Source: an optimization exercise on an open RTL-to-GDS flow (aim: small area). Production flows keep margins and buffers that such runs may drop.
In this exercise RTL edits were held to simulation tests only and were not proved equivalent to the original.
Power figures rest on the tool's default switching activity, not on a simulated workload.

Setup of 09-14:
Design goStickMan, start of the top module:
module goStickMan(clk, resetn, go, up, down, plot, x, y, colour, HEX2, HEX1, HEX0);
  input clk;
  input resetn;
  input go, up, down;
  output reg plot;
  output [7:0] x;
  output [6:0] y;
  output [2:0] colour;
  output [6:0] HEX2, HEX1, HEX0;
  localparam P_W = 3'd0, P_E = 3'd1, P_R1 = 3'd2, P_R2 = 3'd3, P_J = 3'd6, P_S = 3'd7;
  localparam PH_PRE = 2'd0, PH_DRAW = 2'd1, PH_PCLR = 2'd3, PH_CLR = 2'd2;
  localparam S_SC = 4'd0, S_SPR = 4'd4, S_B3 = 4'd11, S_B0 = 4'd8,
             S_PREF = 4'd7, S_PREW = 4'd6;
  reg [2:0] pose;
  reg [1:0] ph;
  reg [3:0] seg;      
  reg [1:0] pass;     
  reg [11:0] score;
  reg [4:0] b;        
  reg [3:0] fl;       
  reg [3:0] lfsr;
  reg [7:0] xr;
  reg [6:0] yr;       
  assign colour = {3{ph[0]}};
  wire game = pose[1];
  wire isW = (pose[1:0] == 2'b00);
  wire isE = (pose[1:0] == 2'b01);
  wire hold = pose[2] & !pose[1];
  wire low = (seg[3:2] == 2'b00);           
  assign x = hold ? (isW ? 8'd48 : 8'd62) : xr;
  assign y = hold ? (isW ? 7'd56 : 7'd48) : yr - (low ? 7'd57 : 7'd17);
  wire pclr = (ph == PH_PCLR);
  wire active = !pclr || game;
  wire blkseg = seg[3];
  wire [1:0] bj = seg[1:0];                 
  function [3:0] nib; input [1:0] s; input [11:0] sc;
    nib = (s == 2'd1) ? sc[3:0] : (s == 2'd2) ? sc[7:4] : sc[11:8];
  endfunction
  function [7:0] dbx; input [1:0] s;        
  ...
Settings: LEC_CHECK=0, ABC_AREA=1, CAP_MARGIN=20, CORE_MARGIN=2, CORE_UTILIZATION=30, CTS_BUF_LIST=sky130_fd_sc_hd__clkbuf_8, SLEW_MARGIN=20; clock period 20.0 ns.
standard.sh (not shown) runs the stock make flow with config.mk's settings and CLKGATE_MAP_FILE= SYNTH_SCRIPT=/design/flow/synth_recipe.tcl, a recipe that flattens the netlist after the stock synthesis.
==> flow/flow/run.sh <==
#!/bin/bash
# Own layout flow: the standard ORFS flow (standard.sh) with synthesis and buffering choices:
#  - flow/own.mk is added to the ORFS config: it keeps the half/full adder cells out
#    (DONT_USE_CELLS), so Yosys's adder extraction leaves that logic to ABC, and buffers the
#    ports with the smallest buffer cell;
#  - ABC maps with flow/abc_area.script from several random seeds, run in parallel, and the
#    smallest result is kept (flow/own_synth.tcl).
# Registers, floorplan, power grid, placement, CTS and routing are the standard flow's.
set -euo pipefail
here=$(pwd)
cat config.mk flow/own.mk > own_config.mk
sed "s#source \$::env(SCRIPTS_DIR)/synth.tcl#source $here/flow/own_synth.tcl#" synth_recipe.tcl > own_synth_top.tcl
sed -e "s#DESIGN_CONFIG=[^ ]*#DESIGN_CONFIG=$here/own_config.mk#" \
    -e "s#SYNTH_SCRIPT=[^ ]*#SYNTH_SCRIPT=$here/own_synth_top.tcl#" standard.sh > own_standard.sh
export OWN_ABC_SCRIPT=$here/flow/abc_area.script
export OWN_ABC_DIR=$here/abc_runs
export OWN_ABC_SEEDS="1 2 3 4 5 6 7 8 9 10 11 12 13 14 15 16"
bash own_standard.sh > flow_make.log 2>&1
Other scripts of this flow, unchanged in this note and not shown: flow/flow/abc_area.script, flow/flow/own.mk, flow/flow/own_synth.tcl
[inputs] 02-20 vs 09-14
--- a/flow/design.v
+++ b/flow/design.v
@@ -798,33 +798,31 @@
   reg [42:0] t;
   always @(*) begin
     if (!low) t = rh;
     else if (seg[1:0] == 2'd0) t = {15'd0, rs};
     else t = {15'd0, rd};
   end
   wire [32:0] m = t[42:10];
   wire [2:0] dxn = t[9:7];
   wire [5:0] ytn = t[6:1];
   wire last = t[0];
   wire [32:0] thermo = ~(33'h1ffffffff << yr[5:0]);
-  wire [32:0] below = m & thermo;
-  reg [32:0] above;
+  reg [32:0] below;
   reg [5:0] rn;
   integer k;
   always @(*) begin
-    above[32] = 1'b0;
-    for (k = 31; k >= 0; k = k - 1) above[k] = above[k+1] | below[k+1];
+    for (k = 0; k < 33; k = k + 1) below[k] = m[k] & thermo[k];
     rn = 6'd0;
-    for (k = 0; k < 33; k = k + 1) if (below[k] & !above[k]) rn = rn | k;
+    for (k = 0; k < 33; k = k + 1) if (below[k]) rn = k;
   end
-  wire any = above[0] | below[0];
+  wire any = |below;
   wire end_scan = !any & last;
   wire col_end = (xr[2:0] == {b[1:0], 1'b0});
   wire row_end = (yr[3:0] == (fl[bj] ? 4'd9 : 4'd2));
   wire wrap = low && (seg[1:0] != 2'd0) && (pass != 2'd2);
   wire seg_end = (seg == S_PREF) || (seg == S_PREW) || (blkseg ? (col_end & row_end) : (end_scan & !wrap));
   wire frame_end = (seg == S_SPR && isW && xr == 8'd48 && yr == 7'd74) ||
                    (seg == S_SPR && isE && xr == 8'd62 && yr == 7'd66) ||
                    (seg == S_B0 && row_end && xr[2:0] == {b[1:0], 1'b1});
   reg [7:0] nx; reg [6:0] ny; reg [1:0] npass;
   always @(*) begin
     npass = pass;
- Lower routability-driven placement congestion ratio goes to 02-20 over 09-14.
- 09-14 -> 02-20: synthesized cell count decreased slightly
- Summary of 02-20 over 09-14: critical path depth went up about 20%, switching share of power barely changed.
- | worst setup skew after layout | higher: 09-14 |
- 09-14 reports its most common library cell in the layout ignoring fill and taps as sky130_fd_sc_hd__nand2_1 while 02-20 reports sky130_fd_sc_hd__nor2_1.
- Taking 09-14 as the reference point, the fmax of 02-20 falls by 6.0 MHz.
- The total power was comparable across 09-14 and 02-20.
- 02-20 -> 09-14: finished layout cell area flat
- 02-20 ended with less routing usage on met1 than 09-14.

separate check: timing with driven ports:
Ports are ideal in the flow. The routed layouts listed here were re-timed in OpenROAD. Step 1: set_driving_cell puts a clkbuf_16 on clk and a buf_2 on each other input, an assumption about the parent block. Step 2 times the ports against the registers' clock, not the clock port: input delays grow and output delays shrink by t, the midpoint of the rising clock arrivals with the driver on. Three values: ideal, step 1, step 2; two values: the first two.
run | t, ns | slack for setup (ns) | worst slew at a driven data input, ns | cell pins on the clock port's net
09-14 | 0.350 | 12.436 / 12.436 / 12.436 | 0.03 | 1
02-20 | 0.352 | 12.076 / 12.076 / 12.076 | 0.03 | 1
After both steps every run listed still meets setup and hold.
